From an optimization exercise on the open Yosys and OpenROAD flow, aimed at small area; shortcuts taken in it are not production practice. The RTL was checked by simulation tests, not by an equivalence proof against the original design.

// bldc_esc
module bldc_esc #(parameter DATA_WIDTH = 16, parameter debounce = 3)(
  input clk,
  input reset,
  input pwm_en,
  input encoder_a,
  input encoder_b,
  input [DATA_WIDTH-1:0] pwm_period,
  input [DATA_WIDTH-1:0] period_reference,
  input [DATA_WIDTH-1:0] Kp_ext,
  input [DATA_WIDTH-1:0] Ki_ext,
  input [DATA_WIDTH-1:0] Kd_ext,
  input override_internal_pid,
  output reg motor_positive,
  output reg motor_negative
);
For scale: about 1500 cells after synthesis, ~190 flip-flops, about 17000 µm² of cells after synthesis.
clock: 8.0 ns
lec_check: 0
cap_margin: 20
core_margin: 2
core_utilization: 70
place_density: 0.8
slew_margin: 20
synth_hierarchical: 1
standard.sh (not shown) runs the stock make flow with config.mk's settings and CLKGATE_MAP_FILE= SYNTH_SCRIPT=/design/flow/synth_recipe.tcl, a recipe that flattens the netlist after the stock synthesis.
==> flow/flow/run.sh <==
#!/bin/bash
# Layout flow: the standard flow (standard.sh, standard synthesis
# unchanged) with two layout changes:
#  - the input and output port buffers use the smallest plain buffer,
#    sky130_fd_sc_hd__buf_1 (every port still gets its own buffer);
#  - clock tree synthesis runs with ORFS's usual arguments plus
#    -dont_use_dummy_load, so it adds no dummy load cells to balance the
#    tree's leaves.
# The make output goes to orfs_make.log; each ORFS step keeps its own log
# under orfs/logs/.
set -euo pipefail
here=$(pwd)
bash standard.sh \
  "BUFFER_PORTS_ARGS=-buffer_cell sky130_fd_sc_hd__buf_1" \
  "CTS_ARGS=-sink_clustering_enable -repair_clock_nets -dont_use_dummy_load" \
  finish > "$here/orfs_make.log" 2>&1
Change:
--- a/flow/design.v
+++ b/flow/design.v
@@ -1221,20 +1221,32 @@
   wire p1938 = p1932 ^ p101767;
   wire p1940 = p1934 ^ p1936;
   wire p1942 = p1938 ^ p101770;
   wire p1944 = p101773 ^ p1940;
   wire p1946 = p1942 ^ p101776;
   wire p1948 = p1944 ^ p1946;
   wire p1950 = p101779 ^ p1948;
   wire p1952 = p1950 ^ p101782;
   wire pid_msb_late_next = p1792;
   wire [15:0] pid_next = {p1952, p1788, p1671, p1560, p1455, p1354, p1263, p1181, p1108, p1044, p989, p943, p906, p878, p860, p851};
+  function [16:0] add16(input [15:0] a, input [15:0] b, input cin);
+    integer i;
+    reg c;
+    begin
+      c = cin;
+      for (i = 0; i < 16; i = i + 1) begin
+        add16[i] = a[i] ^ b[i] ^ c;
+        c = (a[i] & b[i]) | (a[i] & c) | (b[i] & c);
+      end
+      add16[16] = c;
+    end
+  endfunction
   function lt16(input [15:0] a, input [15:0] b);
     integer i;
     reg c;
     begin
       c = 1'b0;
       for (i = 0; i < 16; i = i + 1)
         c = (~a[i] & b[i]) | (~a[i] & c) | (b[i] & c);
       lt16 = c;
     end
   endfunction
@@ -1253,28 +1265,30 @@
     integer i;
     reg c;
     begin
       c = 1'b1;
       for (i = 0; i < 8; i = i + 1) begin
         inc8[i] = a[i] ^ c;
         c = a[i] & c;
       end
     end
   endfunction
-  wire signed [5:0] int_v = {error_n[15], error_n[15:11]};
-  wire signed [5:0] int_s = {5'd0, integral_n[11]};
-  wire int_c = int_lo11[11];
-  wire signed [5:0] int_u = int_v - int_s;
-  wire int_hi = (int_u >= 6'sd1) | ((int_u == 6'sd0) & int_c);
-  wire int_lo = (int_u <= -6'sd3) | ((int_u == -6'sd2) & ~int_c);
-  wire int_b11 = ((int_u == -6'sd1) & ~int_c) | ((int_u == -6'sd2) & int_c);
-  wire [11:0] int_next_n = int_hi ? 12'h7ff : int_lo ? 12'h800 : {int_b11, int_lo11[10:0]};
+  wire [5:0] int_a_hi = {6{integral_n[11]}};
+  wire [5:0] int_b_hi = {error_n[15], error_n[15:11]};
+  wire [5:0] int_hi0 = int_a_hi + int_b_hi;
+  wire [5:0] int_hi1 = int_a_hi + int_b_hi + 6'd1;
+  wire [5:0] int_top = int_lo11[11] ? int_hi1 : int_hi0;
+  wire int_neg = int_top[5];
+  wire [15:0] int_sum = {int_top[4:0], int_lo11[10:0]};
+  wire int_hi = ~int_neg & (int_sum[15:11] != 5'b00000);
+  wire int_lo = int_neg & (int_sum[15:11] != 5'b11111);
+  wire [11:0] int_next_n = int_hi ? 12'h7ff : int_lo ? 12'h800 : int_sum[11:0];
   wire [15:0] pid = {pid_output[15] ^ pid_msb_late, pid_output[14:0]};
   wire pid_le0 = pid[15] | (pid == 16'd0);
   wire pid_gt = lt16(pwm_period, pid);
   wire [15:0] duty_next = pid_le0 ? pwm_period : pid_gt ? 16'd1 : pid;
   wire a_stable = (encoder_a_shift_reg == 3'b000) | (encoder_a_shift_reg == 3'b111);
   wire b_stable = (encoder_b_shift_reg == 3'b000) | (encoder_b_shift_reg == 3'b111);
   always @(posedge clk or posedge reset) begin
     if (reset) begin
       integral_n <= 12'hfff;
       pwm_counter <= 16'd0;
The new run finished clean; cell count grows slightly; register-to-register slack is better by 0.10 ns; core utilization rises by 0.37 points; synthesized cell count climbs slightly; first-iteration DRC count is lower by roughly a tenth.

## re-timing with driven ports
Ports are ideal in the flow. The routed layouts listed here were re-timed in OpenROAD.
Step 1: set_driving_cell puts a clkbuf_16 on clk and a buf_2 on each other input, an assumption about the parent block.
Step 2 adds t to the input delays and takes it off the output delays; t is the mean of the earliest and latest rising clock arrival at the registers after step 1. Input paths then give back, and output paths get back, about the clock's delay inside the block.
Slacks: no drivers / after step 1 / after step 2; pairs: no drivers / after step 1.
run | t, ns | slack for setup (ns) | slew at the worst register clock pin (ns)
the first run | 0.490 | 0.395 / 0.395 / 0.395 | 0.09 / 0.09
the second run | 0.495 | 0.499 / 0.499 / 0.499 | 0.09 / 0.09
After both steps every run listed still meets setup and hold.
